From an optimization exercise on the open Yosys and OpenROAD flow, aimed at small area; shortcuts taken in it are not production practice. Only simulation tests tie the RTL to the original design; equivalence was not proved. Power and IR drop assume default switching activity.

File: flow/remap.tcl
# Rebuild each 2:1 multiplexer that feeds a flip-flop as an AND-OR gate
# (a22o: X = S&A1 | ~S&A0) with one shared inverter per select net: the same
# function in less area.
set block [ord::get_db_block]
set db [ord::get_db]
set m_a22o [$db findMaster sky130_fd_sc_hd__a22o_1]
set m_inv  [$db findMaster sky130_fd_sc_hd__inv_1]
array set inv_of {}
set n 0
foreach inst [$block getInsts] {
  set mname [[$inst getMaster] getName]
  if {![string match "sky130_fd_sc_hd__mux2_*" $mname]} { continue }
  set x  [[$inst findITerm X] getNet]
  set s  [[$inst findITerm S] getNet]
  set a0 [[$inst findITerm A0] getNet]
  set a1 [[$inst findITerm A1] getNet]
  if {$x eq "NULL" || $s eq "NULL" || $a0 eq "NULL" || $a1 eq "NULL"} { continue }
  # only muxes whose output goes to flip-flop D pins
  set ok 1
  foreach it [$x getITerms] {
    if {[$it getInst] eq $inst} { continue }
    if {![string match "sky130_fd_sc_hd__df*" [[[$it getInst] getMaster] getName]]} { set ok 0 }
  }
  if {!$ok} { continue }
  set sname [$s getName]
  if {![info exists inv_of($sname)]} {
    set sn [odb::dbNet_create $block "${sname}_remap_n"]
    set iv [odb::dbInst_create $block $m_inv "remap_inv_[incr n]"]
    [$iv findITerm A] connect $s
    [$iv findITerm Y] connect $sn
    set inv_of($sname) $sn
  }
  set iname [$inst getName]
  foreach t {X S A0 A1} { [$inst findITerm $t] disconnect }
  odb::dbInst_destroy $inst
  set g [odb::dbInst_create $block $m_a22o $iname]
  [$g findITerm A1] connect $s
  [$g findITerm A2] connect $a1
  [$g findITerm B1] connect $inv_of($sname)
  [$g findITerm B2] connect $a0
  [$g findITerm X]  connect $x
  incr n
}
puts "remap: rebuilt [expr {$n - [array size inv_of]}] multiplexers with [array size inv_of] inverters"
File: flow/downsize.tcl
# Swap each combinational cell that synthesis upsized for its smallest drive
# strength of the same function; repair_design and repair_timing, which run
# later in the standard flow, size back up whatever then needs it.
set n_swapped 0
foreach inst [get_cells *] {
  set cell [get_property $inst ref_name]
  if {![regexp {^(sky130_fd_sc_hd__[a-z0-9]+)_([0-9]+)$} $cell -> base size]} { continue }
  if {[regexp {df|dl|sdf|edf|clk|tap|fill|decap|diode|conb} $base]} { continue }
  set best ""
  set best_area 1e9
  foreach s {0 1 2 4} {
    set lc [get_lib_cells -quiet */${base}_$s]
    if {$lc eq ""} { continue }
    if {[get_property $lc dont_use]} { continue }
    set a [get_property $lc area]
    if {$a < $best_area} { set best_area $a; set best ${base}_$s }
  }
  if {$best ne "" && $best ne $cell && $best_area < [get_property [get_lib_cells */$cell] area]} {
    replace_cell $inst $best
    incr n_swapped
  }
}
puts "downsize: swapped $n_swapped cells"
File: design.v
module slave_apb (
                   output     [ 7 : 0 ]   prdata,
                   output                 pready,
                   output                 pslverr,
                   input                  penable,
                   input                  pwrite,
                   input                  psel,
                   input                  pclk,
                   input                  presetn,
                   input      [ 7 : 0 ]   paddr,
                   input      [ 7 : 0 ]   pwdata
                   );
  reg   [ 3 : 0 ]   cnt16;
  reg   [ 3 : 0 ]   cnt9;
  always @ ( posedge pclk ) begin
    cnt16 <= cnt16 + 4'd1;
    cnt9  <= cnt9[3] ? 4'd0 : cnt9 + 4'd1;
  end
  wire        err  = paddr > 8'd200;
  wire        hi   = paddr[7:4] == 4'd12;
  wire        m16  = paddr[3:0] == cnt16;
  wire        m9   = paddr[3:0] == cnt9;
  wire        acc  = psel & penable & pwrite & presetn;
  assign pslverr = err;
  assign pready  = presetn & ( err | ( hi ? m9 : m16 ) );
  wire  [ 7 : 0 ]   head [ 0 : 12 ];
  wire  [ 7 : 0 ]   rd   [ 0 : 12 ];
  genvar r;
  generate
    for ( r = 0; r < 13; r = r + 1 ) begin : g_ring
      localparam N = ( r < 12 ) ? 16 : 9;           
      reg   [ 8*N-1 : 0 ]   ring;
      wire                  sel  = paddr[7:4] == r;
      wire                  we   = acc & sel & ( ( r < 12 ) ? m16 : ( m9 & ~err ) );
      always @ ( posedge pclk )
        ring <= { ( we ? pwdata : ring[7:0] ), ring[8*N-1:8] };
      assign head[r] = ring[7:0];
      assign rd[r]   = {8{sel}} & ring[7:0];
    end
  endgenerate
  wire  [ 7 : 0 ]   q0 = paddr[5] ? ( paddr[4] ? head[3]  : head[2]  ) : ( paddr[4] ? head[1] : head[0] );
  wire  [ 7 : 0 ]   q1 = paddr[5] ? ( paddr[4] ? head[7]  : head[6]  ) : ( paddr[4] ? head[5] : head[4] );
  wire  [ 7 : 0 ]   q2 = paddr[5] ? ( paddr[4] ? head[11] : head[10] ) : ( paddr[4] ? head[9] : head[8] );
  assign prdata = paddr[7] ? ( paddr[6] ? head[12] : q2 ) : ( paddr[6] ? q1 : q0 );
endmodule
File: flow/run.sh
#!/bin/bash
set -euo pipefail
here=$(pwd)
export BUFFER_PORTS_ARGS="-buffer_cell sky130_fd_sc_hd__buf_1"
export POST_FLOORPLAN_TCL="$here/flow/post_floorplan.tcl"
export CTS_ARGS="-sink_clustering_enable -repair_clock_nets -dont_use_dummy_load -buf_list sky130_fd_sc_hd__clkbuf_8 -sink_clustering_size 18 -sink_clustering_max_diameter 100"
bash standard.sh finish > standard_make.log 2>&1
File: constraint.sdc
create_clock -name core_clock -period 10.0 [get_ports {pclk}]
set_input_delay 2.0000 -clock core_clock [delete_from_list [all_inputs] [get_ports {pclk}]]
set_output_delay 2.0000 -clock core_clock [all_outputs]
set_load 0.01 [all_outputs]
File: flow/post_floorplan.tcl
source [file join [file dirname [info script]] downsize.tcl]
source [file join [file dirname [info script]] remap.tcl]
File: config.mk
export PLATFORM = sky130hd
export DESIGN_NAME = slave_apb
export DESIGN_NICKNAME = slave_apb
export VERILOG_FILES = /design/flow/design.v
export SDC_FILE = /design/flow/constraint.sdc
export NUM_CORES = 4
export LEC_CHECK = 0
export CAP_MARGIN = 20
export CORE_MARGIN = 2
export CORE_UTILIZATION = 65
export PLACE_DENSITY = 0.8
export SLEW_MARGIN = 20
File: standard.sh
#!/bin/bash
# synth_recipe.tcl (not shown) runs the flow's synth.tcl, then flattens the netlist and writes it again
# the make line also repeats each setting of config.mk as NAME=value (left out here)
make -C /OpenROAD-flow-scripts/flow DESIGN_CONFIG=/design/flow/config.mk WORK_HOME=/design/flow/orfs CLKGATE_MAP_FILE= SYNTH_SCRIPT=/design/flow/synth_recipe.tcl "${@:-finish}"
==> impl_metrics.toml, run 1 <==
[synthesis]
netlist_area_mm2 = 0.03476
ys_top_cells_by_area = "dfxtp_1 93%, mux2_2 3.4%, mux4_2 1.6%, a22oi_1 0.35%, nand3_2 0.17%"
synth-edff-count = 0
syn_nets = 1862
ys_types = 31
synth_top_area_share_pct = 93.07
synth_top_cells_by_count = "1616 x dfxtp_1, 104 x mux2_2, 24 x mux4_2, 16 x a22oi_1, 13 x clkbuf_1"
ys_warn_count = 1
ys_seq_elements = 1616
ys.flop_type = "dfxtp_1"
avgSynthCellArea_um2 = 18.90
synthArstFlopShare_pct = 0
yosysTopAreaCell = "dfxtp_1"
synth_cells = 1839
synth_most_common_cell = "dfxtp_1"
seq_area_frac_synth_pct = 93.07

[worst_setup_path]
crit_arrival_ns = 3.79
critPathLaunchType = "primary input"
rr_endpoint = "g_ring[4].ring[124]"
path_class = "in2out"
crit_fanout = 33
worstPathRequired_ns = 8.00
cp-end-kind = "output port"
rr_worst_depth = 5
worstReg2RegStart = "cnt16[1]"
r2r_slack_ns = 7.17

[clock_network]
cts-hold-fix-buffers = 0
htreeDepth = 3
cts_setup_buffers = 0
root_buffer = "clkbuf_8"
cts_sinks = 1616
clk_pin_slew_worst_paths_ns = 0.10
insertion_delay_ns = 0.74
clk_path_buf_depth = 3
cts-resized-gates = 0
cts_tree = "yes"
cts_buffers = 99

[layout]
post-route-util_pct = 69.60
areaGrowthSynthToFinish_pct = 5.640
fill_cells = 3128
multi_input_area_mm2 = 0.001964
layout-drive-gt1-share_pct = 6.521
regArea_mm2 = 0.03235
design_area_mm2 = 0.03672
nets = 1988

[timing]
post-route-period-util_pct = 57.90
drv_slew = 0
rsz0062_at_grt = "false"
setup_tns_ns = 0
hold_viol_final = 0
setup_viol = 0
relSlewSlack_pct = 33.12
skew_ns = 0.05792
hold_ws_ns = 0.2929
fin_crit_ns = 5.790
worstMarginPinSlew_ns = 0.9950
fmax_ghz = 0.1727

[global_route]
grt_start_max_net_pins = 34
grt_pass1_wl_um = 75570
busiest_layer = "met2"
antenna_found_initial = 10
grt_use_total_pct = 18.63
grt_pass1_vias = 12980
grt_use_met3_pct = 5.054
grt_overflow = 0
grtUsageMet1_pct = 25.96
met2_usage_pct = 27.88

[worst_hold_path]
min_path_type = "reg2reg"
hold_depth = 0
hold_start = "g_ring[11].ring[110]"
min_to = "g_ring[11].ring[102]"

[floorplanning]
die_area_mm2 = 0.05534
start_util_pct = 65.88
die_h_um = 235.3
rows = 84
io_pins = 31
core_area_mm2 = 0.05276
die_width_um = 235.3

[route]
dr.pass1.iters = 6
via_per_inst = 4.824
vias = 12800
routed_wl_um = 50700
wl_per_cell_um = 19.10
drc = 0
initialDrtViolationCount = 828
ant_nets = 0

[run_status]
status = "finished clean"

[place]
dpl.hpwl_um = 32880
port_buffers = 30
gp_congestion = 0.8755
dpl_cell_area_mm2 = 0.03535

[pwr]
powerDensity_mw_per_mm2 = 247.0
finalPower_mw = 9.071
ir_drop_v = 0.0001871
power.leakage_nw = 14.57

[run]
maxCapViolations = 0
per-layer routing:
layer	vias to the layer above	wire [um]	part of all wire (%)
met5	-	78	0.15
met4	12	2026	4.0
met3	157	3219	6.3
met2	408	21720	43
met1	6096	23660	47
li1	6130	-	-
state kept, by name (all words and copies together), names as in the netlist:
| signal | count |
|---|---|
| cnt16 | 4 |
| cnt9 | 4 |
| g_ring.ring | 1608 |
cell usage in the layout (no fill, tap or decap):
master,count
ha_1,2
a22o_1,104
diode_2,3
nor4_2,1
buf_1,28
nor3b_1,1
and2_1,1
nor4_1,1
nor3_1,1
nand3_1,7
mux4_2,24
buf_4,1
clkbuf_8,99
o311ai_0,1
o31a_1,1
nand4_1,5
dfxtp_1,1616
xnor2_1,6
nand2_1,9
and4b_1,1
a21oi_1,2
nor3_2,1
a22oi_1,16
or4_1,1
xor2_1,5
nor2_1,5
nor2b_1,4
nor4b_1,1
clkbuf_2,2
inv_1,14
nand4b_1,3
worst max-delay path, stage by stage:
cell,delay (ns)
clkbuf_2,0.45
nor2_1,0.49
nand4_1,0.22
nor2_1,0.21
o31a_1,0.23
buf_1,0.17
kinds of logic after synthesis:
kind of cell | after synthesis | share of synthesized area, %
flip-flops | 1616 | 93.07
multiplexers | 128 | 4.924
AND/OR/NAND/NOR | 42 | 0.9826
AO/OA/AOI/OAI | 20 | 0.4248
buffers and inverters | 20 | 0.2520
XOR/XNOR | 11 | 0.2772
adder cells (fa/ha/maj) | 2 | 0.07198
stage by stage:
step / std cells / worst slack, ns
after floorplan: 1839 / 4.700
after global placement: 2552 / 4.279
after detailed placement: 2552 / 4.271
after CTS: 2651 / 4.273
after global routing: 2652 / 4.083
final: 2654 / 4.210
worst max path at each step:
stage          startpoint         to  slack, ns  depth (start not counted)
3_3_place_gp     paddr[4]  prdata[2]       4.28                          6
5_1_grt          paddr[5]     pready       4.08                          6
3_5_place_dp     paddr[4]  prdata[6]       4.27                          6
4_1_cts          paddr[4]  prdata[6]       4.27                          6
2_1_floorplan    paddr[4]  prdata[0]       4.70                          5
6_report         paddr[5]     pready       4.21                          6
power breakdown:
part | switching [mW] | total, mW | internal, mW
sequential | 0.00112 | 6.43 | 6.43
combinational | 0.0248 | 0.0334 | 0.00858
clock | 1.71 | 2.60 | 0.892
total | 1.74 | 9.07 | 7.33
area by class of cell:
type	count	share of cell area, %
clock buffers	99	3.711
inverters	14	0.1431
multi-input cells	203	5.349
diodes	3	0.02044
repair buffers	31	0.3339
well taps	688	2.344
flip-flops and latches	1616	88.10
==> run 2: changes to the inputs <==
==> flow/run.sh (replaced) <==
#!/bin/bash
set -euo pipefail
here=$(pwd)
export BUFFER_PORTS_ARGS="-buffer_cell sky130_fd_sc_hd__buf_1"
export POST_FLOORPLAN_TCL="$here/flow/post_floorplan.tcl"
export CTS_ARGS="-sink_clustering_enable -repair_clock_nets -dont_use_dummy_load -buf_list sky130_fd_sc_hd__clkbuf_8 -sink_clustering_size 20 -sink_clustering_max_diameter 50"
bash standard.sh finish > standard_make.log 2>&1
==> impl_metrics.toml, run 2 <==
[synthesis]
netlist_area_mm2 = 0.03476
syn_nets = 1862
avgSynthCellArea_um2 = 18.90
seq_area_frac_synth_pct = 93.07
ys_types = 31
ys_seq_elements = 1616
synth_top_cells_by_count = "1616 x dfxtp_1, 104 x mux2_2, 24 x mux4_2, 16 x a22oi_1, 13 x clkbuf_1"
synth_top_area_share_pct = 93.07
ys_top_cells_by_area = "dfxtp_1 93%, mux2_2 3.4%, mux4_2 1.6%, a22oi_1 0.35%, nand3_2 0.17%"
synthArstFlopShare_pct = 0
synth-edff-count = 0
ys_warn_count = 1
synth_most_common_cell = "dfxtp_1"
synth_cells = 1839
yosysTopAreaCell = "dfxtp_1"
ys.flop_type = "dfxtp_1"

[timing]
post-route-period-util_pct = 57.74
fmax_ghz = 0.1732
fin_crit_ns = 5.774
setup_tns_ns = 0
drv_slew = 0
hold_viol_final = 0
relSlewSlack_pct = 35.60
setup_viol = 0
rsz0062_at_grt = "false"
worstMarginPinSlew_ns = 0.9581
skew_ns = 0.03804

[worst_setup_path]
path_class = "in2out"
crit_fanout = 33
worstPathRequired_ns = 8.00
cp-end-kind = "output port"
crit_arrival_ns = 3.77
cp_num_buf_inv = 2
max_stage_delay_ns = 0.49
worstReg2RegStart = "cnt16[0]"
critPathTopFamily = "simple AND/OR/NAND/NOR gates"
critPathLaunchType = "primary input"
crit_top_cell = "nor2_1"
path_cells = "clkbuf_2 > nor2_1 > nand4_1 > nor2_1 > o31a_1 > buf_1"
cp-startpoint = "paddr[5]"
slowest_stage = "nor2_1"

[clock_network]
cts_tree = "yes"
insertion_delay_ns = 0.70
clk_path_buf_depth = 3
cts_sinks = 1616
cts-hold-fix-buffers = 0
cts-resized-gates = 0
root_buffer = "clkbuf_8"
cts_buffers = 93
cts_setup_buffers = 0
htreeDepth = 3
clk_pin_slew_worst_paths_ns = 0.10

[global_route]
antenna_found_initial = 14
grt_pass1_vias = 12890
grt_use_total_pct = 18.33
grt_start_max_net_pins = 34
grt_overflow = 0
grt_pass1_wl_um = 74530

[worst_hold_path]
min_path_type = "reg2reg"
hold_start = "g_ring[4].ring[53]"

[floorplanning]
core_area_mm2 = 0.05276
start_util_pct = 65.88
rows = 84
die_h_um = 235.3
io_pins = 31
die_area_mm2 = 0.05534
die_width_um = 235.3

[layout]
nets = 1982
fill_cells = 3135
final_common_cell = "dfxtp_1"
areaGrowthSynthToFinish_pct = 5.396
layout_common_cells = "1616 x dfxtp_1, 104 x a22o_1, 93 x clkbuf_8"
largest_reg_flops = 1608
largest_registers = "g_ring.ring: 1608 flops, cnt16: 4 flops, cnt9: 4 flops"
largest-register = "g_ring.ring"
layout-drive-gt1-share_pct = 6.234

[run]
maxCapViolations = 0

[route]
initialDrtViolationCount = 845
wl_per_cell_um = 18.91
via_per_inst = 4.788
routed_wl_um = 50070
vias = 12670
dr.pass1.iters = 5
drc = 0
ant_nets = 0

[pwr]
ir_drop_v = 0.0001917
power.leakage_nw = 14.52
powerDensity_mw_per_mm2 = 245.6
finalPower_mw = 8.997

[run_status]
status = "finished clean"

[place]
gp_congestion = 0.8755
dpl.hpwl_um = 32880
port_buffers = 30
==> run 2: cell counts after synthesis <==
Identical to the previous run, type by type.
==> run 2: report_power, final <==
group | internal [mW] | total (mW) | switching, mW | leakage [nW]
Clock | 0.841 | 2.53 | 1.69 | 0.669
Combinational | 0.00858 | 0.0331 | 0.0246 | 0.846
Sequential | 6.43 | 6.44 | 0.00112 | 13.0
Total | 7.28 | 9.00 | 1.71 | 14.5
==> run 2: cells by family (layout without fill, tap and decap cells) <==
family                     Yosys count  in the layout  share of synthesized area, %
AOI/OAI and AO/OA                   20            124                        0.4248
xor gates and xnor gates            11             11                        0.2772
adders and majority gates            2              2                       0.07198
buffers and inverters               20            138                        0.2520
DFF                               1616           1616                         93.07
muxes                              128             24                         4.924
other                                0              2                             0
and+or+nand+nor                     42             42                        0.9826
==> run 2: metrics by stage <==
stage | worst slack (ns) | instances | hold WS (ns) | utilization [%] | area, um^2
final | 4.226 | 2647 | 0.2843 | 69.44 | 36640
after global routing | 4.085 | 2646 | 0.2963 | 69.43 | 36630
after CTS | 4.273 | 2645 | 0.2897 | 69.42 | 36630
after detailed placement | 4.271 | 2552 | 0.3121 | 66.99 | 35350
after global placement | 4.279 | 2552 | 0.3096 | 66.99 | 35350
after floorplan | 4.700 | 1839 | 0.3096 | - | 34760
==> run 2: worst paths after layout <==
kind,end,slack (ns),cells after the start
worst max-delay path,pready,4.23,6
worst max register to register,g_ring[4].ring[120],7.17,5
worst min-delay path,g_ring[4].ring[45],0.28,0
worst min register to register,g_ring[4].ring[45],0.28,0
==> run 2: per-layer routing <==
metal	vias up	global-route usage [%]	routed length [um]	part of all wire (%)
li1	6111	-	-	-
met1	6027	25.74	23460	47
met2	379	27.36	21370	43
met3	144	4.749	3223	6.4
met4	12	7.817	1935	3.9
met5	-	0	76	0.15
==> run 2: area by class of cell <==
| type | instances | area, um^2 | share of cell area (%) |
|---|---|---|---|
| multi-input cells | 203 | 1964 | 5.362 |
| well taps | 688 | 860.8 | 2.350 |
| repair buffers | 31 | 122.6 | 0.3347 |
| flip-flops and latches | 1616 | 32350 | 88.30 |
| inverters | 14 | 52.55 | 0.1434 |
| diodes | 2 | 5.005 | 0.01366 |
| clock buffers | 93 | 1280 | 3.494 |
==> run 3: changes to the inputs <==
==> flow/run.sh (replaced) <==
#!/bin/bash
set -euo pipefail
here=$(pwd)
python3 flow/filterlib.py "$FLOW_HOME/platforms/sky130hd/lib/sky130_fd_sc_hd__tt_025C_1v80.lib" \
  "$here/rmp.lib" 'lpflow|probe' > filterlib.log 2>&1
export RMP_LIB="$here/rmp.lib"
export RMP_DIR="$here/rmp"
export BUFFER_PORTS_ARGS="-buffer_cell sky130_fd_sc_hd__buf_1"
export POST_FLOORPLAN_TCL="$here/flow/post_floorplan.tcl"
export CTS_ARGS="-sink_clustering_enable -repair_clock_nets -dont_use_dummy_load -buf_list sky130_fd_sc_hd__clkbuf_8 -sink_clustering_size 18 -sink_clustering_max_diameter 100"
bash standard.sh finish > standard_make.log 2>&1
==> flow/filterlib.py (new file) <==
import re, sys
# Copy a liberty file without the cells whose names match a pattern.
src, dst, pat = sys.argv[1], sys.argv[2], re.compile(sys.argv[3])
out, skip, depth = [], False, 0
for line in open(src):
    if not skip:
        m = re.match(r'\s*cell\s*\(\s*"?([A-Za-z0-9_]+)"?\s*\)', line)
        if m and pat.search(m.group(1)):
            skip, depth = True, 0
    if skip:
        depth += line.count('{') - line.count('}')
        if depth <= 0 and '}' in line:
            skip = False
        continue
    out.append(line)
open(dst, 'w').writelines(out)
==> flow/post_floorplan.tcl (replaced) <==
source [file join [file dirname [info script]] downsize.tcl]
source [file join [file dirname [info script]] remap.tcl]
source [file join [file dirname [info script]] restructure.tcl]
==> flow/restructure.tcl (new file) <==
# Re-map the combinational logic for area with OpenROAD's restructure (ABC),
# using a copy of the library without the platform's don't-use cells.
file mkdir $::env(RMP_DIR)
restructure -liberty_file $::env(RMP_LIB) -target area \
  -tielo_port sky130_fd_sc_hd__conb_1/LO -tiehi_port sky130_fd_sc_hd__conb_1/HI \
  -work_dir $::env(RMP_DIR)
==> impl_metrics.toml, run 3 <==
[synthesis]
ys.flop_type = "dfxtp_1"
netlist_area_mm2 = 0.03476
synth_top_family_by_area = "multiplexers"
seq_area_frac_synth_pct = 93.07
synth_top_cells_by_count = "1616 x dfxtp_1, 104 x mux2_2, 24 x mux4_2, 16 x a22oi_1, 13 x clkbuf_1"
syn_nets = 1862
synth_xor_area_share_pct = 0.2772
avgSynthCellArea_um2 = 18.90
synth-simple-area-share_pct = 0.9827
yosysTopAreaCell = "dfxtp_1"
synth_compound_area_share_pct = 0.4247
ys_top_cells_by_area = "dfxtp_1 93%, mux2_2 3.4%, mux4_2 1.6%, a22oi_1 0.35%, nand3_2 0.17%"
synth-edff-count = 0
synth_most_common_cell = "dfxtp_1"
ys_types = 31
synth_top_area_share_pct = 93.07
synthArstFlopShare_pct = 0
synth_cells = 1839
ys_warn_count = 1
synthAdderAreaFrac_pct = 0.07199
synthMuxAreaShare_pct = 4.924
ys_seq_elements = 1616

[timing]
fmax_ghz = 0.1430
drv_slew = 0
post-route-period-util_pct = 69.93
hold_viol_final = 0
skew_ns = 0.07291
setup_tns_ns = 0
setup_viol = 0
relSlewSlack_pct = 23.84
fin_crit_ns = 6.993
hold_ws_ns = 0.2817
worstMarginPinSlew_ns = 1.142
rsz0062_at_grt = "false"

[clock_network]
cts_buffers = 99
cts-hold-fix-buffers = 0
insertion_delay_ns = 0.73
cts-resized-gates = 0
root_buffer = "clkbuf_8"
cts_sinks = 1616
clk_pin_slew_worst_paths_ns = 0.10
htreeDepth = 3
clk_path_buf_depth = 3
cts_setup_buffers = 0
cts_tree = "yes"

[layout]
multi_input_area_mm2 = 0.001792
layout_common_cells = "1616 x dfxtp_1, 105 x o2bb2ai_1, 99 x clkbuf_8"
largest_reg_flops = 1608
areaGrowthSynthToFinish_pct = 5.216
regArea_mm2 = 0.03235
layout-drive-gt1-share_pct = 5.025
num_antenna_cells = 0
design_area_mm2 = 0.03657
largest-register = "g_ring.ring"
nets = 2033
fill_cells = 3072
largest_registers = "g_ring.ring: 1608 flops, cnt16: 4 flops, cnt9: 4 flops"
final_common_cell = "dfxtp_1"
layout.cells.non_filler = 2698

[place]
dpl.hpwl_um = 32450
dpl_cell_area_mm2 = 0.03521
gp_congestion = 0.8875
placed_cells = 2599
port_buffers = 30

[floorplanning]
die_area_mm2 = 0.05534
start_util_pct = 65.88
io_pins = 31
core_area_mm2 = 0.05276
rows = 84
die_h_um = 235.3
die_width_um = 235.3

[route]
ant_nets = 0
drc = 0
routed_wl_um = 51780
dr.pass1.iters = 6
via_per_inst = 4.929
wl_per_cell_um = 19.19
vias = 13300
initialDrtViolationCount = 999

[pwr]
finalPower_mw = 9.106
ir_drop_v = 0.0002015
powerDensity_mw_per_mm2 = 249.0
power.leakage_nw = 14.07

[global_route]
grt_start_max_net_pins = 52
grt_overflow = 0
grt_pass1_wl_um = 78180
grt_use_total_pct = 19.02
grt_pass1_vias = 13690
antenna_found_initial = 2

[worst_setup_path]
cp-end-kind = "output port"
crit_fanout = 51
path_class = "in2out"
worstPathRequired_ns = 8.00
crit_arrival_ns = 4.99
critPathLaunchType = "primary input"

[run]
maxCapViolations = 0

[worst_hold_path]
min_path_type = "reg2reg"

[run_status]
status = "finished clean"
run 3: cell count changes in the layout (fill, tap and decap cells not counted), moves of 14 or more:
| cell | change |
|---|---|
| clkinv_1 | +24 |
| o2bb2ai_1 | +105 |
| inv_1 | -14 |
| or3_1 | +15 |
| a22o_1 | -104 |
| o22ai_1 | +68 |
| a22oi_1 | -16 |
| mux4_2 | -24 |
run 3: kinds of logic (layout without fill, tap and decap cells):
logic type | count (synthesis) | after routing
AO/OA/AOI/OAI | 20 | 206
multiplexers | 128 | 0
AND/OR/NAND/NOR | 42 | 34
flip-flops | 1616 | 1616
adder cells (fa/ha/maj) | 2 | 0
XOR/XNOR | 11 | 0
buffers and inverters | 20 | 154
run 3: layout make-up:
| type | instances | area share [%] |
|---|---|---|
| Timing Repair Buffer | 30 | 0.3113 |
| Sequential cell | 1616 | 88.45 |
| Tap cell | 688 | 2.354 |
| Multi-Input combinational cell | 240 | 4.899 |
| Clock buffer | 99 | 3.726 |
| Inverter | 25 | 0.2566 |
run 3: critical path, stage by stage:
cell,delay (ns)
clkbuf_2,0.79
inv_2,0.65
o22ai_1,0.41
o22ai_1,0.16
a222oi_1,0.42
o21ai_0,0.29
buf_1,0.20
run 3: final timing paths:
check                     startpoint                  end  slack, ns  depth (start not counted)
setup / recovery            paddr[5]            prdata[4]       3.01                          7
hold / removal    g_ring[2].ring[68]   g_ring[2].ring[60]       0.28                          0
setup reg to reg            cnt16[1]  g_ring[4].ring[120]       7.45                          5
hold reg to reg   g_ring[2].ring[68]   g_ring[2].ring[60]       0.28                          0
run 3: per-layer routing:
| metal | up-vias | global-route usage (%) | wire length (um) |
|---|---|---|---|
| met5 | - | 0 | 12 |
| met4 | 2 | 7.933 | 1861 |
| met3 | 153 | 3.729 | 2719 |
| met2 | 406 | 28.78 | 22280 |
| met1 | 6332 | 27.23 | 24900 |
| li1 | 6406 | - | - |
run 3: through the flow:
step | utilization (%) | setup slack [ns]
after global placement | 66.74 | 2.717
after detailed placement | 66.74 | 2.245
after floorplan | - | 4.700
after global routing | 69.32 | 2.962
after CTS | 69.32 | 2.248
final | 69.32 | 3.007
run 3: where the power goes:
group	internal (mW)	switching, mW
registers	6.43	0.000554
clock network	0.892	1.73
logic	0.0139	0.0408
==> run 4: changes to the inputs <==
==> flow/post_floorplan.tcl (replaced) <==
source [file join [file dirname [info script]] downsize.tcl]
source [file join [file dirname [info script]] restructure.tcl]
==> impl_metrics.toml, run 4 <==
[worst_hold_path]
min_path_type = "reg2reg"

[run]
maxCapViolations = 0

[synthesis]
synth_most_common_cell = "dfxtp_1"
synth_cells = 1839
synthArstFlopShare_pct = 0
netlist_area_mm2 = 0.03476
ys_warn_count = 1
synth-edff-count = 0
ys_top_cells_by_area = "dfxtp_1 93%, mux2_2 3.4%, mux4_2 1.6%, a22oi_1 0.35%, nand3_2 0.17%"
syn_nets = 1862
seq_area_frac_synth_pct = 93.07
yosysTopAreaCell = "dfxtp_1"
synth_top_cells_by_count = "1616 x dfxtp_1, 104 x mux2_2, 24 x mux4_2, 16 x a22oi_1, 13 x clkbuf_1"
avgSynthCellArea_um2 = 18.90
synth_top_area_share_pct = 93.07
ys.flop_type = "dfxtp_1"
ys_types = 31
ys_seq_elements = 1616

[pwr]
p_comb_share_pct = 0.6
ir_drop_v = 0.0002014
p_int_mw = 7.337
switching_share_pct = 19.23
share_seq_of_total_power_pct = 70.8
power.leakage_nw = 14.07
pwr-share-clk_pct = 28.6
p_sw_mw = 1.747
powerDensity_mw_per_mm2 = 248.4

[clock_network]
cts_buffers = 99
clk_pin_slew_worst_paths_ns = 0.10
cts_setup_buffers = 0
htreeDepth = 3
cts-hold-fix-buffers = 0
insertion_delay_ns = 0.72
cts_sinks = 1616
clk_path_buf_depth = 3
cts-resized-gates = 0
root_buffer = "clkbuf_8"
cts_tree = "yes"

[place]
port_buffers = 30
dpl.hpwl_um = 33840
dpl_cell_area_mm2 = 0.03521
gp_congestion = 0.8138
pre_cts_slack_ns = 2.277

[timing]
setup_tns_ns = 0
hold_ws_ns = 0.2617
worstMarginPinSlew_ns = 1.054
setup_ws_ns = 2.852
fmax_ghz = 0.1399
rsz0062_at_grt = "false"
fin_crit_ns = 7.148
post-route-period-util_pct = 71.48
setup_viol = 0
skew_ns = 0.07831
relSlewSlack_pct = 29.76
drv_slew = 0
hold_viol_final = 0

[route]
routed.top_layer = "met4"
routed_wl_um = 53070
ant_nets = 0
drt-met1-wl_um = 24610
dr.pass1.iters = 8
initialDrtViolationCount = 961
via_per_inst = 4.946
drc = 0
routed-wl-met3_um = 3167
wl_per_cell_um = 19.66
wl_met2_um = 23350
vias = 13360

[global_route]
antenna_found_initial = 0
grt_overflow = 0
grt_use_total_pct = 19.54
grt_pass1_wl_um = 79560
grt_pass1_vias = 13710
grt_start_max_net_pins = 52

[layout]
fill_cells = 3086
nets = 2033
final_common_cell = "dfxtp_1"
design_area_mm2 = 0.03658
layout_common_cells = "1616 x dfxtp_1, 105 x o2bb2ai_1, 99 x clkbuf_8"
post-route-util_pct = 69.33
layout-drive-gt1-share_pct = 5.025
largest-register = "g_ring.ring"
areaGrowthSynthToFinish_pct = 5.230
largest_reg_flops = 1608
largest_registers = "g_ring.ring: 1608 flops, cnt16: 4 flops, cnt9: 4 flops"

[floorplanning]
core_area_mm2 = 0.05276
start_util_pct = 65.88
io_pins = 31
rows = 84
die_h_um = 235.3
die_area_mm2 = 0.05534
die_width_um = 235.3

[worst_setup_path]
cp_num_buf_inv = 3
crit_fanout = 51
slowest_stage = "clkbuf_2"
path_cells = "clkbuf_2 > inv_2 > o22ai_1 > o22ai_1 > a222oi_1 > o21ai_0 > buf_1"
critPathTopFamily = "buffers and inverters"
max_stage_delay_ns = 0.75
crit_top_cell = "o22ai_1"
worstPathRequired_ns = 8.00
cp-end-kind = "output port"
path_class = "in2out"
critPathLaunchType = "primary input"
crit_arrival_ns = 5.15

[run_status]
status = "finished clean"
run 4: power by group through the flow:
stage	registers, mW	clock network [mW]	logic (mW)
2_1_floorplan	6.58	0	0.0210
3_3_place_gp	6.58	0	0.0483
3_5_place_dp	6.58	0	0.0532
4_1_cts	6.43	2.66	0.0544
5_1_grt	6.44	2.87	0.0591
6_report	6.43	2.60	0.0564
run 4: layout make-up:
| class | count | area [um^2] | share of cell area (%) |
|---|---|---|---|
| Timing Repair Buffer | 30 | 113.9 | 0.3113 |
| Tap cell | 688 | 860.8 | 2.353 |
| Clock buffer | 99 | 1363 | 3.725 |
| Sequential cell | 1616 | 32350 | 88.44 |
| Antenna cell | 2 | 5.005 | 0.01368 |
| Inverter | 25 | 93.84 | 0.2565 |
| Multi-Input combinational cell | 240 | 1792 | 4.898 |
run 4: final timing paths:
check,to,slack [ns],from,depth (start not counted)
max,prdata[2],2.85,paddr[5],7
max reg2reg,g_ring[5].ring[124],7.36,cnt16[2],6
min reg2reg,g_ring[10].ring[16],0.26,g_ring[10].ring[24],0
min,g_ring[10].ring[16],0.26,g_ring[10].ring[24],0
run 4: stage by stage:
step | power (mW) | instances
after floorplan | 6.605 | 1839
after global placement | 6.630 | 2599
after detailed placement | 6.635 | 2599
after CTS | 9.150 | 2698
after global routing | 9.366 | 2698
final | 9.085 | 2700
run 4: cells by family after synthesis:
family / count (synthesis) / synth area share (%)
xor+xnor: 11 / 0.2772
mux: 128 / 4.924
flops: 1616 / 93.07
buf+inv: 20 / 0.2520
compound gates: 20 / 0.4248
simple gates: 42 / 0.9826
fa+ha+maj: 2 / 0.07198
run 4: routing by layer:
layer,up-vias,global-route usage [%]
met4,0,7.836
met5,-,0
met1,6308,26.85
li1,6411,-
met2,466,30.21
met3,170,4.831
==> run 5: changes to the inputs <==
--- a/config.mk
+++ b/config.mk
@@ -9,4 +9,6 @@
 export CORE_MARGIN = 2
 export CORE_UTILIZATION = 65
+export GPL_ROUTABILITY_DRIVEN = 0
+export GPL_TIMING_DRIVEN = 0
 export PLACE_DENSITY = 0.8
 export SLEW_MARGIN = 20
==> impl_metrics.toml, run 5 <==
[worst_setup_path]
cp_num_buf_inv = 6
worstReg2RegStart = "cnt16[2]"
crit_arrival_ns = 4.87
crit_fanout = 36
r2r_slack_ns = 7.25
critPathTopFamily = "buffers and inverters"
cp-end-kind = "output port"
max_stage_delay_ns = 0.57
critPathLaunchType = "primary input"
crit_path_end = "prdata[2]"
cp-startpoint = "paddr[5]"
rr_endpoint = "g_ring[5].ring[124]"
worstPathRequired_ns = 8.00
path_class = "in2out"
path_depth = 10
path_cells = "buf_2 > buf_16 > buf_16 > clkinv_2 > buf_12 > o22ai_1 > o22ai_1 > a222oi_1 > o21ai_0 > buf_1"
slowest_stage = "a222oi_1"
rr_worst_depth = 6

[pwr]
power.leakage_nw = 14.11
powerDensity_mw_per_mm2 = 248.2
ir_drop_v = 0.0001866
switching_share_pct = 19.33
p_comb_share_pct = 0.7
p_sw_mw = 1.759
p_int_mw = 7.341
pwr-share-clk_pct = 28.6
finalPower_mw = 9.100
share_seq_of_total_power_pct = 70.7

[synthesis]
synth_top_cells_by_count = "1616 x dfxtp_1, 104 x mux2_2, 24 x mux4_2, 16 x a22oi_1, 13 x clkbuf_1"
syn_nets = 1862
ys_types = 31
ys_top_cells_by_area = "dfxtp_1 93%, mux2_2 3.4%, mux4_2 1.6%, a22oi_1 0.35%, nand3_2 0.17%"
avgSynthCellArea_um2 = 18.90
ys.flop_type = "dfxtp_1"
synth_top_area_share_pct = 93.07
seq_area_frac_synth_pct = 93.07
ys_warn_count = 1
yosysTopAreaCell = "dfxtp_1"
synthArstFlopShare_pct = 0
netlist_area_mm2 = 0.03476
synth-edff-count = 0
synth_cells = 1839
synth_most_common_cell = "dfxtp_1"
ys_seq_elements = 1616

[global_route]
antenna_found_initial = 1
grt_pass1_vias = 13840
grt_use_total_pct = 18.47
grt_overflow = 0
grt_pass1_wl_um = 77750
grt_start_max_net_pins = 37

[route]
vias = 13090
initialDrtViolationCount = 862
dr.pass1.iters = 6
routed_wl_um = 50030
wl_per_cell_um = 18.51
drc = 0
ant_nets = 0
via_per_inst = 4.844

[worst_hold_path]
min_path_type = "reg2reg"

[timing]
setup_ws_ns = 3.126
setup_viol = 0
hold_viol_final = 0
drv_slew = 0
post-route-period-util_pct = 68.74
rsz0062_at_grt = "false"
worstMarginPinSlew_ns = 1.149
skew_ns = 0.04668
fin_crit_ns = 6.874
relSlewSlack_pct = 23.15
fmax_ghz = 0.1455

[place]
placed_cells = 2602
dpl_cell_area_mm2 = 0.03529
dpl.hpwl_um = 30030
port_buffers = 30
pre_cts_slack_ns = 2.699

[layout]
layout.cells.non_filler = 2702
areaGrowthSynthToFinish_pct = 5.464
nets = 2036
design_area_mm2 = 0.03666
final_common_cell = "dfxtp_1"
largest_reg_flops = 1608
layout-drive-gt1-share_pct = 5.266
largest_registers = "g_ring.ring: 1608 flops, cnt16: 4 flops, cnt9: 4 flops"
largest-register = "g_ring.ring"
layout_common_cells = "1616 x dfxtp_1, 105 x o2bb2ai_1, 99 x clkbuf_8"

[clock_network]
root_buffer = "clkbuf_8"
htreeDepth = 3
cts_sinks = 1616
cts-hold-fix-buffers = 0
clk_pin_slew_worst_paths_ns = 0.09
clk_path_buf_depth = 3
cts_setup_buffers = 0
cts_tree = "yes"
cts-resized-gates = 0
insertion_delay_ns = 0.71
cts_buffers = 99

[run_status]
status = "finished clean"

[run]
maxCapViolations = 0

[floorplanning]
start_util_pct = 65.88
core_area_mm2 = 0.05276
die_h_um = 235.3
io_pins = 31
die_area_mm2 = 0.05534
die_width_um = 235.3
rows = 84
[run 5: cell type report]
class                   instances  area [um^2]
diodes                          1        2.502
clock buffers                  99         1363
fillers                      3090        16100
inverters                      25        95.09
multi-input cells             240         1798
flip-flops and latches       1616        32350
well taps                     688        860.8
repair buffers                 33        190.2
[run 5: metal layers]
metal	vias to the layer above	share of wire [%]	track usage, %
li1	6423	-	-
met1	6266	47	25.45
met2	283	46	29.10
met3	116	4.7	3.553
met4	0	2.9	7.721
met5	-	0	0
[run 5: per-stage QoR]
stage	setup TNS [ns]	hold slack [ns]	utilization, %
after CTS	0	0.3024	69.47
final	0	0.3079	69.48
after floorplan	0	0.3096	-
after global placement	-3.091	0.3098	66.74
after detailed placement	0	0.3121	66.88
after global routing	0	0.3165	69.48
[run 5: cell families after synthesis]
logic type / after synthesis / share of synthesized area [%]
compound gates: 20 / 0.4248
xor+xnor: 11 / 0.2772
fa+ha+maj: 2 / 0.07198
buf+inv: 20 / 0.2520
flops: 1616 / 93.07
mux: 128 / 4.924
simple gates: 42 / 0.9826
[run 5: how the worst min path moves through the flow]
stage                          end  slack, ns  cells past startpoint                start
3_5_place_dp    g_ring[0].ring[66]       0.31                      0   g_ring[0].ring[74]
5_1_grt         g_ring[8].ring[92]       0.32                      0  g_ring[8].ring[100]
6_report        g_ring[8].ring[92]       0.31                      0  g_ring[8].ring[100]
2_1_floorplan    g_ring[0].ring[0]       0.31                      0    g_ring[0].ring[8]
3_3_place_gp   g_ring[1].ring[116]       0.31                      0  g_ring[1].ring[124]
4_1_cts         g_ring[2].ring[83]       0.30                      0   g_ring[2].ring[91]
[run 5: power groups by stage]
stage          clock network (mW)  registers, mW  logic (mW)
2_1_floorplan                   0           6.58      0.0210
3_3_place_gp                    0           6.58      0.0584
3_5_place_dp                    0           6.58      0.0659
4_1_cts                      2.67           6.43      0.0662
5_1_grt                      2.89           6.44      0.0700
6_report                     2.60           6.43      0.0681
==> run 6: changes to the inputs <==
--- a/config.mk
+++ b/config.mk
@@ -8,7 +8,5 @@
 export CAP_MARGIN = 20
 export CORE_MARGIN = 2
-export CORE_UTILIZATION = 65
-export GPL_ROUTABILITY_DRIVEN = 0
-export GPL_TIMING_DRIVEN = 0
-export PLACE_DENSITY = 0.8
+export CORE_UTILIZATION = 55
+export PLACE_DENSITY = 0.7
 export SLEW_MARGIN = 20
==> impl_metrics.toml, run 6 <==
[layout]
largest-register = "g_ring.ring"
fill_cells = 4553
post-route-util_pct = 58.69
areaGrowthSynthToFinish_pct = 5.914
layout_common_cells = "1616 x dfxtp_1, 105 x o2bb2ai_1, 99 x clkbuf_8"
multi_input_area_mm2 = 0.001792
nets = 2036
final_common_cell = "dfxtp_1"
largest_reg_flops = 1608
regArea_mm2 = 0.03235
layout.cells.non_filler = 2860
layout-drive-gt1-share_pct = 5.117
largest_registers = "g_ring.ring: 1608 flops, cnt16: 4 flops, cnt9: 4 flops"

[synthesis]
ys_warn_count = 1
ys_seq_elements = 1616
syn_nets = 1862
avgSynthCellArea_um2 = 18.90
synth_compound_area_share_pct = 0.4247
synthMuxAreaShare_pct = 4.924
synth_most_common_cell = "dfxtp_1"
synth_cells = 1839
synth-edff-count = 0
synth_xor_area_share_pct = 0.2772
ys_top_cells_by_area = "dfxtp_1 93%, mux2_2 3.4%, mux4_2 1.6%, a22oi_1 0.35%, nand3_2 0.17%"
seq_area_frac_synth_pct = 93.07
synthArstFlopShare_pct = 0
synthAdderAreaFrac_pct = 0.07199
ys_types = 31
synth_top_cells_by_count = "1616 x dfxtp_1, 104 x mux2_2, 24 x mux4_2, 16 x a22oi_1, 13 x clkbuf_1"
synth_top_area_share_pct = 93.07
ys.flop_type = "dfxtp_1"
netlist_area_mm2 = 0.03476
synth_top_family_by_area = "multiplexers"
yosysTopAreaCell = "dfxtp_1"
synth-simple-area-share_pct = 0.9827

[worst_setup_path]
r2r_slack_ns = 7.26
path_class = "in2out"
cp-end-kind = "output port"
critPathLaunchType = "primary input"
worstReg2RegStart = "cnt16[2]"
rr_endpoint = "g_ring[5].ring[120]"
crit_fanout = 50
crit_arrival_ns = 5.51
worstPathRequired_ns = 8.00
rr_worst_depth = 6

[timing]
drv_slew = 0
fmax_ghz = 0.1331
hold_viol_final = 0
setup_tns_ns = 0
setup_viol = 0
rsz0062_at_grt = "false"
fin_crit_ns = 7.511
skew_ns = 0.06191
relSlewSlack_pct = 23.79
hold_ws_ns = 0.2714
post-route-period-util_pct = 75.11
worstMarginPinSlew_ns = 1.143

[route]
via_per_inst = 4.552
drc = 0
routed_wl_um = 47470
initialDrtViolationCount = 917
dr.pass1.iters = 7
vias = 13020
ant_nets = 0
wl_per_cell_um = 16.60

[floorplanning]
die_width_um = 255.4
die_area_mm2 = 0.06523
start_util_pct = 55.41
rows = 92
die_h_um = 255.4
io_pins = 31
core_area_mm2 = 0.06274

[place]
placed_cells = 2760
gp_congestion = 0.8281
port_buffers = 30
dpl.hpwl_um = 29680

[global_route]
grt_pass1_vias = 12690
grt_overflow = 0
grt_start_max_net_pins = 51
grt_use_total_pct = 14.70
grt_pass1_wl_um = 72040
antenna_found_initial = 3

[pwr]
finalPower_mw = 9.072
ir_drop_v = 0.0001625
power.leakage_nw = 14.09
powerDensity_mw_per_mm2 = 246.4

[clock_network]
clk_path_buf_depth = 3
cts_setup_buffers = 0
cts_buffers = 99
cts_sinks = 1616
htreeDepth = 3
cts-hold-fix-buffers = 0
cts-resized-gates = 0
cts_tree = "yes"
clk_pin_slew_worst_paths_ns = 0.10
insertion_delay_ns = 0.72
root_buffer = "clkbuf_8"

[worst_hold_path]
min_to = "g_ring[0].ring[11]"
hold_start = "g_ring[0].ring[19]"
hold_depth = 0
min_path_type = "reg2reg"

[run]
maxCapViolations = 0

[run_status]
status = "finished clean"
==> run 6: metrics by stage <==
| step | setup slack, ns | instance area (um^2) |
|---|---|---|
| 4_1_cts | 2.685 | 36810 |
| 6_report | 2.489 | 36820 |
| 3_3_place_gp | 2.528 | 35420 |
| 5_1_grt | 2.349 | 36810 |
| 3_5_place_dp | 2.688 | 35450 |
| 2_1_floorplan | 4.700 | 34760 |
==> run 6: final cells by class <==
| type | count | area share, % |
|---|---|---|
| clock buffer | 99 | 3.701 |
| antenna | 1 | 0.006797 |
| multi-input combinational | 240 | 4.867 |
| tap | 846 | 2.875 |
| inverter | 25 | 0.2549 |
| sequential | 1616 | 87.87 |
| timing repair buffer | 33 | 0.4248 |
==> run 6: metal layers <==
layer | part of all wire, % | track usage (%)
met1 | 50 | 21.25
met2 | 40 | 20.40
met3 | 6.3 | 3.829
met4 | 4.3 | 7.565
met5 | 0.044 | 0
==> run 6: cells by family after synthesis <==
| kind of cell | Yosys count |
|---|---|
| multiplexers | 128 |
| AND/OR/NAND/NOR | 42 |
| adder cells (fa/ha/maj) | 2 |
| flip-flops | 1616 |
| XOR/XNOR | 11 |
| AO/OA/AOI/OAI | 20 |
| buffers and inverters | 20 |
==> run 6: worst max-delay path: stages <==
cell	delay [ns]
clkbuf_2	0.79
clkinv_1	0.98
buf_16	0.43
o22ai_1	0.19
o22ai_1	0.14
a222oi_1	0.41
o21ai_0	0.30
buf_1	0.20
==> run 6: worst max path at each step <==
stage	start	endpoint	slack, ns	cells after the start
6_report	paddr[5]	prdata[5]	2.49	8
5_1_grt	paddr[5]	prdata[1]	2.35	8
4_1_cts	paddr[5]	prdata[0]	2.69	8
2_1_floorplan	paddr[4]	prdata[0]	4.70	5
3_5_place_dp	paddr[5]	prdata[0]	2.69	8
3_3_place_gp	paddr[5]	prdata[6]	2.53	7
==> run 6: where the power goes <==
group / internal (mW) / total [mW] / switching (mW)
combinational: 0.0155 / 0.0593 / 0.0438
clock: 0.892 / 2.58 / 1.69
sequential: 6.43 / 6.43 / 0.000479
total: 7.34 / 9.07 / 1.73
==> run 7: changes to the inputs <==
--- a/flow/run.sh
+++ b/flow/run.sh
@@ -8,4 +8,4 @@
 export BUFFER_PORTS_ARGS="-buffer_cell sky130_fd_sc_hd__buf_1"
 export POST_FLOORPLAN_TCL="$here/flow/post_floorplan.tcl"
-export CTS_ARGS="-sink_clustering_enable -repair_clock_nets -dont_use_dummy_load -buf_list sky130_fd_sc_hd__clkbuf_8 -sink_clustering_size 18 -sink_clustering_max_diameter 100"
+export CTS_ARGS="-sink_clustering_enable -repair_clock_nets -dont_use_dummy_load -buf_list sky130_fd_sc_hd__clkbuf_8 -sink_clustering_size 19 -sink_clustering_max_diameter 100"
 bash standard.sh finish > standard_make.log 2>&1
--- a/config.mk
+++ b/config.mk
@@ -8,5 +8,5 @@
 export CAP_MARGIN = 20
 export CORE_MARGIN = 2
-export CORE_UTILIZATION = 55
-export PLACE_DENSITY = 0.7
+export CORE_UTILIZATION = 65
+export PLACE_DENSITY = 0.8
 export SLEW_MARGIN = 20
==> impl_metrics.toml, run 7 <==
[layout]
layout.cells.non_filler = 2695
layout-drive-gt1-share_pct = 4.883
largest-register = "g_ring.ring"
largest_reg_flops = 1608
areaGrowthSynthToFinish_pct = 5.115
largest_registers = "g_ring.ring: 1608 flops, cnt16: 4 flops, cnt9: 4 flops"
final_common_cell = "dfxtp_1"
post-route-util_pct = 69.25
layout_common_cells = "1616 x dfxtp_1, 105 x o2bb2ai_1, 95 x clkbuf_8"
num_antenna_cells = 0
fill_cells = 3082
nets = 2030

[synthesis]
avgSynthCellArea_um2 = 18.90
synthArstFlopShare_pct = 0
netlist_area_mm2 = 0.03476
ys_seq_elements = 1616
ys_warn_count = 1
seq_area_frac_synth_pct = 93.07
yosysTopAreaCell = "dfxtp_1"
synth_most_common_cell = "dfxtp_1"
synth-edff-count = 0
syn_nets = 1862
synth_top_area_share_pct = 93.07
ys_types = 31
ys.flop_type = "dfxtp_1"
synth_cells = 1839
ys_top_cells_by_area = "dfxtp_1 93%, mux2_2 3.4%, mux4_2 1.6%, a22oi_1 0.35%, nand3_2 0.17%"
synth_top_cells_by_count = "1616 x dfxtp_1, 104 x mux2_2, 24 x mux4_2, 16 x a22oi_1, 13 x clkbuf_1"

[clock_network]
cts_tree = "yes"
clk_path_buf_depth = 3
htreeDepth = 3
clk_pin_slew_worst_paths_ns = 0.10
root_buffer = "clkbuf_8"
cts_sinks = 1616
cts_setup_buffers = 0
insertion_delay_ns = 0.71
cts-hold-fix-buffers = 0
cts-resized-gates = 0
cts_buffers = 95

[worst_setup_path]
crit_fanout = 19
rr_worst_depth = 6
critPathLaunchType = "primary input"
cp-end-kind = "output port"
critPathTopFamily = "buffers and inverters"
r2r_slack_ns = 7.26
path_class = "in2out"
crit_top_cell = "buf_1"
worstPathRequired_ns = 8.00
max_stage_delay_ns = 0.71
crit_arrival_ns = 4.73
worstReg2RegStart = "cnt16[2]"
cp_num_buf_inv = 3
path_cells = "buf_1 > clkinv_1 > nand2_1 > nor3_1 > or3_1 > a31oi_1 > buf_1"
rr_endpoint = "g_ring[5].ring[125]"
slowest_stage = "clkinv_1"

[floorplanning]
start_util_pct = 65.88
rows = 84
core_area_mm2 = 0.05276
die_area_mm2 = 0.05534
die_h_um = 235.3
die_width_um = 235.3
io_pins = 31

[timing]
setup_viol = 0
setup_tns_ns = 0
skew_ns = 0.07623
hold_viol_final = 0
fin_crit_ns = 6.732
fmax_ghz = 0.1486
relSlewSlack_pct = 29.50
worstMarginPinSlew_ns = 1.058
post-route-period-util_pct = 67.32
rsz0062_at_grt = "false"
drv_slew = 0

[run]
maxCapViolations = 0

[pwr]
power.leakage_nw = 14.05
ir_drop_v = 0.0002091
powerDensity_mw_per_mm2 = 248.0

[worst_hold_path]
min_path_type = "reg2reg"
min_to = "g_ring[6].ring[87]"
hold_start = "g_ring[6].ring[95]"
hold_depth = 0

[route]
wl_per_cell_um = 20.39
via_per_inst = 4.979
routed_wl_um = 54960
dr.pass1.iters = 9
ant_nets = 0
vias = 13420
drc = 0
initialDrtViolationCount = 989

[run_status]
status = "finished clean"

[place]
port_buffers = 30
placed_cells = 2599
dpl.hpwl_um = 33840
gp_congestion = 0.8138

[global_route]
antenna_found_initial = 2
grt_pass1_wl_um = 81340
grt_pass1_vias = 13730
grt_overflow = 0
grt_start_max_net_pins = 52
grt_use_total_pct = 20.09
==> run 7: cell types whose count changed in the layout (fill, tap and decap cells not counted) <==
cell      delta
clkinv_1     -1
clkbuf_8     -4
diode_2      -1
buf_4        -2
buf_16       -1
inv_2        +1
buf_12       +1
==> run 7: report_power, final <==
group	switching [mW]	internal, mW	total (mW)
registers	0.000580	6.43	6.43
clock network	1.71	0.859	2.57
logic	0.0439	0.0147	0.0585
==> run 7: logic make-up after synthesis <==
| logic type | after synthesis | share of synthesized area [%] |
|---|---|---|
| AOI/OAI and AO/OA | 20 | 0.4248 |
| xor gates and xnor gates | 11 | 0.2772 |
| adders and majority gates | 2 | 0.07198 |
| buffers and inverters | 20 | 0.2520 |
| DFF | 1616 | 93.07 |
| muxes | 128 | 4.924 |
| and+or+nand+nor | 42 | 0.9826 |
==> run 7: area by class of cell <==
class / count / area, um^2 / area share, %
tap: 688 / 860.8 / 2.356
timing repair buffer: 31 / 133.9 / 0.3664
clock buffer: 95 / 1308 / 3.578
multi-input combinational: 240 / 1792 / 4.904
sequential: 1616 / 32350 / 88.54
inverter: 25 / 93.84 / 0.2568
==> run 7: metrics by stage <==
step	setup WS [ns]	total power [mW]	cell area [um^2]	hold slack, ns
after global routing	3.173	9.336	36540	0.2539
final	3.268	9.061	36540	0.2514
after global placement	2.818	6.630	35210	0.3095
after floorplan	4.700	6.605	34760	0.3096
after CTS	2.190	9.116	36520	0.2482
after detailed placement	2.277	6.635	35210	0.3121
==> run 7: how the worst max path moves through the flow <==
stage | cells after the start | from | end
after floorplan | 5 | paddr[4] | prdata[0]
after global placement | 7 | paddr[5] | prdata[7]
after detailed placement | 7 | paddr[5] | prdata[2]
after CTS | 7 | paddr[5] | prdata[0]
after global routing | 7 | paddr[4] | pready
final | 7 | paddr[4] | pready
==> run 7: per-layer routing <==
metal,global-route usage [%],share of wire (%),wire (um),vias to the layer above
met5,0,0.020,11,-
met4,7.991,3.9,2161,2
met3,4.550,5.8,3182,171
met2,31.37,45,24520,455
met1,27.62,46,25080,6389
li1,-,-,-,6401
==> run 8: changes to the inputs <==
--- a/flow/run.sh
+++ b/flow/run.sh
@@ -8,4 +8,4 @@
 export BUFFER_PORTS_ARGS="-buffer_cell sky130_fd_sc_hd__buf_1"
 export POST_FLOORPLAN_TCL="$here/flow/post_floorplan.tcl"
-export CTS_ARGS="-sink_clustering_enable -repair_clock_nets -dont_use_dummy_load -buf_list sky130_fd_sc_hd__clkbuf_8 -sink_clustering_size 19 -sink_clustering_max_diameter 100"
+export CTS_ARGS="-sink_clustering_enable -repair_clock_nets -dont_use_dummy_load -buf_list sky130_fd_sc_hd__clkbuf_8 -sink_clustering_size 20 -sink_clustering_max_diameter 100"
 bash standard.sh finish > standard_make.log 2>&1
--- a/config.mk
+++ b/config.mk
@@ -9,4 +9,6 @@
 export CORE_MARGIN = 2
 export CORE_UTILIZATION = 65
+export GPL_ROUTABILITY_DRIVEN = 0
+export GPL_TIMING_DRIVEN = 0
 export PLACE_DENSITY = 0.8
 export SLEW_MARGIN = 20
==> impl_metrics.toml, run 8 <==
[clock_network]
insertion_delay_ns = 0.70
cts_setup_buffers = 0
clk_path_buf_depth = 3
cts-resized-gates = 0
cts_sinks = 1616
clk_pin_slew_worst_paths_ns = 0.11
cts_buffers = 90
root_buffer = "clkbuf_8"
cts_tree = "yes"
cts-hold-fix-buffers = 0
htreeDepth = 3

[timing]
fin_crit_ns = 7.450
hold_viol_final = 0
drv_slew = 0
post-route-period-util_pct = 74.50
relSlewSlack_pct = 19.53
worstMarginPinSlew_ns = 1.207
rsz0062_at_grt = "false"
skew_ns = 0.03849
setup_ws_ns = 2.550
setup_viol = 0
fmax_ghz = 0.1342
setup_tns_ns = 0

[global_route]
grt_pass1_wl_um = 76560
grt_pass1_vias = 13730
grt_use_total_pct = 18.11
grt_overflow = 0
grt_start_max_net_pins = 37
antenna_found_initial = 2

[place]
pre_cts_slack_ns = 2.699
placed_cells = 2602
port_buffers = 30
dpl.hpwl_um = 30030

[run]
maxCapViolations = 0

[synthesis]
ys_types = 31
ys_warn_count = 1
synthArstFlopShare_pct = 0
seq_area_frac_synth_pct = 93.07
synth-edff-count = 0
syn_nets = 1862
yosysTopAreaCell = "dfxtp_1"
ys_top_cells_by_area = "dfxtp_1 93%, mux2_2 3.4%, mux4_2 1.6%, a22oi_1 0.35%, nand3_2 0.17%"
ys_seq_elements = 1616
ys.flop_type = "dfxtp_1"
avgSynthCellArea_um2 = 18.90
synth_top_cells_by_count = "1616 x dfxtp_1, 104 x mux2_2, 24 x mux4_2, 16 x a22oi_1, 13 x clkbuf_1"
synth_cells = 1839
synth_most_common_cell = "dfxtp_1"
synth_top_area_share_pct = 93.07
netlist_area_mm2 = 0.03476

[layout]
largest_reg_flops = 1608
nets = 2027
layout-drive-gt1-share_pct = 4.840
layout_common_cells = "1616 x dfxtp_1, 105 x o2bb2ai_1, 90 x clkbuf_8"
regArea_mm2 = 0.03235
num_antenna_cells = 0
fill_cells = 3109
layout.cells.non_filler = 2692
areaGrowthSynthToFinish_pct = 5.104
multi_input_area_mm2 = 0.001800
largest_registers = "g_ring.ring: 1608 flops, cnt16: 4 flops, cnt9: 4 flops"
largest-register = "g_ring.ring"
final_common_cell = "dfxtp_1"

[pwr]
pwr-share-clk_pct = 27.8
share_seq_of_total_power_pct = 71.4
p_int_mw = 7.266
ir_drop_v = 0.0001865
finalPower_mw = 9.009
p_comb_share_pct = 0.8
power.leakage_nw = 14.04
switching_share_pct = 19.34
powerDensity_mw_per_mm2 = 246.6
p_sw_mw = 1.743

[route]
wl_per_cell_um = 18.34
vias = 13090
drc = 0
via_per_inst = 4.861
ant_nets = 0
routed_wl_um = 49370
dr.pass1.iters = 5
initialDrtViolationCount = 782

[worst_hold_path]
min_path_type = "reg2reg"

[floorplanning]
die_width_um = 235.3
start_util_pct = 65.88
die_h_um = 235.3
rows = 84
die_area_mm2 = 0.05534
io_pins = 31
core_area_mm2 = 0.05276

[worst_setup_path]
critPathLaunchType = "primary input"
worstPathRequired_ns = 8.00
crit_fanout = 19
crit_arrival_ns = 5.45
path_class = "in2out"
cp-end-kind = "output port"

[run_status]
status = "finished clean"
run 8: cell type report:
type | count | share of cell area (%)
tap | 688 | 2.356
multi-input combinational | 240 | 4.928
sequential | 1616 | 88.55
clock buffer | 90 | 3.390
timing repair buffer | 33 | 0.5171
inverter | 25 | 0.2603
run 8: path summary, 6_finish.rpt:
path	startpoint	endpoint	slack, ns	cells past startpoint
max	paddr[4]	pready	2.55	7
min	g_ring[8].ring[73]	g_ring[8].ring[65]	0.31	0
max reg2reg	cnt16[2]	g_ring[5].ring[120]	7.22	6
min reg2reg	g_ring[8].ring[73]	g_ring[8].ring[65]	0.31	0
run 8: cells by family after synthesis:
| logic type | count (synthesis) | synth area share (%) |
|---|---|---|
| compound gates | 20 | 0.4248 |
| simple gates | 42 | 0.9826 |
| xor+xnor | 11 | 0.2772 |
| fa+ha+maj | 2 | 0.07198 |
| mux | 128 | 4.924 |
| flops | 1616 | 93.07 |
| buf+inv | 20 | 0.2520 |
run 8: power groups by stage:
stage | Sequential [mW] | Combinational (mW) | Clock [mW]
4_1_cts | 6.43 | 0.0664 | 2.57
3_3_place_gp | 6.58 | 0.0584 | 0
3_5_place_dp | 6.58 | 0.0659 | 0
5_1_grt | 6.44 | 0.0702 | 2.79
6_report | 6.43 | 0.0685 | 2.51
2_1_floorplan | 6.58 | 0.0210 | 0
run 8: layer usage:
metal | track usage [%] | vias to the layer above | wire, um
met3 | 3.635 | 109 | 2217
met1 | 25.14 | 6273 | 23570
met5 | 0 | - | 27
li1 | - | 6407 | -
met2 | 28.06 | 292 | 22090
met4 | 7.933 | 4 | 1455
run 8: through the flow:
step	area [um^2]	util (%)	hold WS, ns
2_1_floorplan	34760	-	0.3096
3_3_place_gp	35210	66.74	0.3098
3_5_place_dp	35290	66.88	0.3121
4_1_cts	36530	69.23	0.3107
5_1_grt	36540	69.25	0.3036
6_report	36540	69.25	0.3081
run 8: worst max-delay path, cell delays in order:
cell and delay [ns]:
buf_1 0.86, clkinv_1 1.04, nand2_1 0.53, nor3_1 0.14, or3_1 0.42, a31oi_1 0.25
buf_1 0.20
==> run 9: changes to the inputs <==
--- a/flow/run.sh
+++ b/flow/run.sh
@@ -8,4 +8,4 @@
 export BUFFER_PORTS_ARGS="-buffer_cell sky130_fd_sc_hd__buf_1"
 export POST_FLOORPLAN_TCL="$here/flow/post_floorplan.tcl"
-export CTS_ARGS="-sink_clustering_enable -repair_clock_nets -dont_use_dummy_load -buf_list sky130_fd_sc_hd__clkbuf_8 -sink_clustering_size 20 -sink_clustering_max_diameter 100"
+export CTS_ARGS="-sink_clustering_enable -repair_clock_nets -dont_use_dummy_load -buf_list sky130_fd_sc_hd__clkbuf_8 -sink_clustering_size 18 -sink_clustering_max_diameter 100"
 bash standard.sh finish > standard_make.log 2>&1
--- a/config.mk
+++ b/config.mk
@@ -9,6 +9,4 @@
 export CORE_MARGIN = 2
 export CORE_UTILIZATION = 65
-export GPL_ROUTABILITY_DRIVEN = 0
-export GPL_TIMING_DRIVEN = 0
 export PLACE_DENSITY = 0.8
 export SLEW_MARGIN = 20
removed: flow/remap.tcl
==> impl_metrics.toml, run 9 <==
[timing]
skew_ns = 0.07831
drv_slew = 0
rsz0062_at_grt = "false"
relSlewSlack_pct = 29.76
post-route-period-util_pct = 71.48
fin_crit_ns = 7.148
worstMarginPinSlew_ns = 1.054
setup_viol = 0
setup_tns_ns = 0
fmax_ghz = 0.1399
hold_viol_final = 0
hold_ws_ns = 0.2617

[route]
routed_wl_um = 53070
vias = 13360
ant_nets = 0
initialDrtViolationCount = 961
drc = 0
dr.pass1.iters = 8
wl_per_cell_um = 19.66
via_per_inst = 4.946

[worst_hold_path]
min_path_type = "reg2reg"
hold_start = "g_ring[10].ring[24]"

[layout]
layout_common_cells = "1616 x dfxtp_1, 105 x o2bb2ai_1, 99 x clkbuf_8"
fill_cells = 3086
areaGrowthSynthToFinish_pct = 5.230
largest-register = "g_ring.ring"
largest_reg_flops = 1608
multi_input_area_mm2 = 0.001792
largest_registers = "g_ring.ring: 1608 flops, cnt16: 4 flops, cnt9: 4 flops"
regArea_mm2 = 0.03235
final_common_cell = "dfxtp_1"
layout-drive-gt1-share_pct = 5.025
design_area_mm2 = 0.03658
nets = 2033

[clock_network]
cts_buffers = 99
cts_sinks = 1616
insertion_delay_ns = 0.72
cts_tree = "yes"
root_buffer = "clkbuf_8"
clk_path_buf_depth = 3
cts_setup_buffers = 0
cts-resized-gates = 0
htreeDepth = 3
clk_pin_slew_worst_paths_ns = 0.10
cts-hold-fix-buffers = 0

[worst_setup_path]
crit_fanout = 51
cp-startpoint = "paddr[5]"
worstReg2RegStart = "cnt16[2]"
cp-end-kind = "output port"
path_class = "in2out"
worstPathRequired_ns = 8.00
critPathLaunchType = "primary input"
crit_arrival_ns = 5.15

[place]
gp_congestion = 0.8138
dpl_cell_area_mm2 = 0.03521
port_buffers = 30
dpl.hpwl_um = 33840

[global_route]
grt_pass1_vias = 13710
grt_overflow = 0
antenna_found_initial = 0
grt_start_max_net_pins = 52
grt_use_total_pct = 19.54
grt_pass1_wl_um = 79560

[run_status]
status = "finished clean"

[synthesis]
yosysTopAreaCell = "dfxtp_1"
synth-edff-count = 0
avgSynthCellArea_um2 = 18.90
synthArstFlopShare_pct = 0
synth_most_common_cell = "dfxtp_1"
ys_warn_count = 1
synth_top_cells_by_count = "1616 x dfxtp_1, 104 x mux2_2, 24 x mux4_2, 16 x a22oi_1, 13 x clkbuf_1"
ys_top_cells_by_area = "dfxtp_1 93%, mux2_2 3.4%, mux4_2 1.6%, a22oi_1 0.35%, nand3_2 0.17%"
syn_nets = 1862
netlist_area_mm2 = 0.03476
ys_seq_elements = 1616
ys_types = 31
ys.flop_type = "dfxtp_1"
seq_area_frac_synth_pct = 93.07
synth_top_area_share_pct = 93.07
synth_cells = 1839

[pwr]
ir_drop_v = 0.0002014
powerDensity_mw_per_mm2 = 248.4
power.leakage_nw = 14.07
finalPower_mw = 9.085

[floorplanning]
rows = 84
die_h_um = 235.3
start_util_pct = 65.88
io_pins = 31
core_area_mm2 = 0.05276
die_width_um = 235.3
die_area_mm2 = 0.05534

[run]
maxCapViolations = 0
## run 9: kinds of logic after synthesis
logic type,after synthesis,share of synthesized area [%]
adder cells (fa/ha/maj),2,0.07198
multiplexers,128,4.924
AND/OR/NAND/NOR,42,0.9826
buffers and inverters,20,0.2520
flip-flops,1616,93.07
XOR/XNOR,11,0.2772
AO/OA/AOI/OAI,20,0.4248
## run 9: worst max-delay path, stage by stage
cell and delay, ns:
clkbuf_2 0.75, inv_2 0.64, o22ai_1 0.40, o22ai_1 0.17
a222oi_1 0.55, o21ai_0 0.36, buf_1 0.22
## run 9: path summary, 6_finish.rpt
path	end	slack, ns	cells after the start
worst max register to register	g_ring[5].ring[124]	7.36	6
worst min register to register	g_ring[10].ring[16]	0.26	0
worst max-delay path	prdata[2]	2.85	7
worst min-delay path	g_ring[10].ring[16]	0.26	0
## run 9: final cells by class
cell class	count	area share [%]
tap	688	2.353
clock buffer	99	3.725
antenna	2	0.01368
timing repair buffer	30	0.3113
sequential	1616	88.44
multi-input combinational	240	4.898
inverter	25	0.2565
## run 9: per-layer routing
metal / GRT usage (%) / routed length [um] / vias to the layer above
li1: - / - / 6411
met1: 26.85 / 24610 / 6308
met2: 30.21 / 23350 / 466
met3: 4.831 / 3167 / 170
met4: 7.836 / 1941 / 0
met5: 0 / 0 / -
## run 9: where the power goes
group | switching (mW) | internal [mW]
Clock | 1.70 | 0.892
Sequential | 0.000567 | 6.43
Combinational | 0.0426 | 0.0139
## run 9: metrics by stage
stage                     std cells  utilization [%]  setup slack (ns)
after floorplan                1839                -             4.700
after global placement         2599            66.74             2.818
after detailed placement       2599            66.74             2.277
after CTS                      2698            69.32             2.131
after global routing           2698            69.32             2.855
final                          2700            69.33             2.852

[what the ideal ports hide]
Ports are ideal in the flow. The routed layouts listed here were re-timed in OpenROAD.
Step 1 assumes that a clkbuf_16 drives the clock port and a buf_2 every other input.
Step 2 also shifts input and output timing later by t, the mid clock arrival at the registers, as if the neighbouring blocks saw the same clock.
Slacks: ideal ports / drivers / drivers and shift; pairs: ideal ports / drivers.
run | t (ns) | setup slack, ns | pins driven straight from the clock port
run 1 | 0.762 | 4.210 / 4.152 / 4.152 | 1
run 2 | 0.731 | 4.226 / 4.169 / 4.169 | 1
run 3 | 0.744 | 3.007 / 2.989 / 2.989 | 1
run 4 | 0.738 | 2.852 / 2.831 / 2.831 | 1
run 5 | 0.735 | 3.126 / 3.080 / 3.080 | 1
run 6 | 0.746 | 2.489 / 2.467 / 2.467 | 1
run 7 | 0.727 | 3.268 / 3.205 / 3.205 | 1
run 8 | 0.734 | 2.550 / 2.467 / 2.467 | 1
run 9 | 0.738 | 2.852 / 2.831 / 2.831 | 1
After both steps every run listed still meets setup and hold. The setup slack of run 8, which loses most, moves by -0.083 ns with the drivers and by -0.083 ns with both steps.
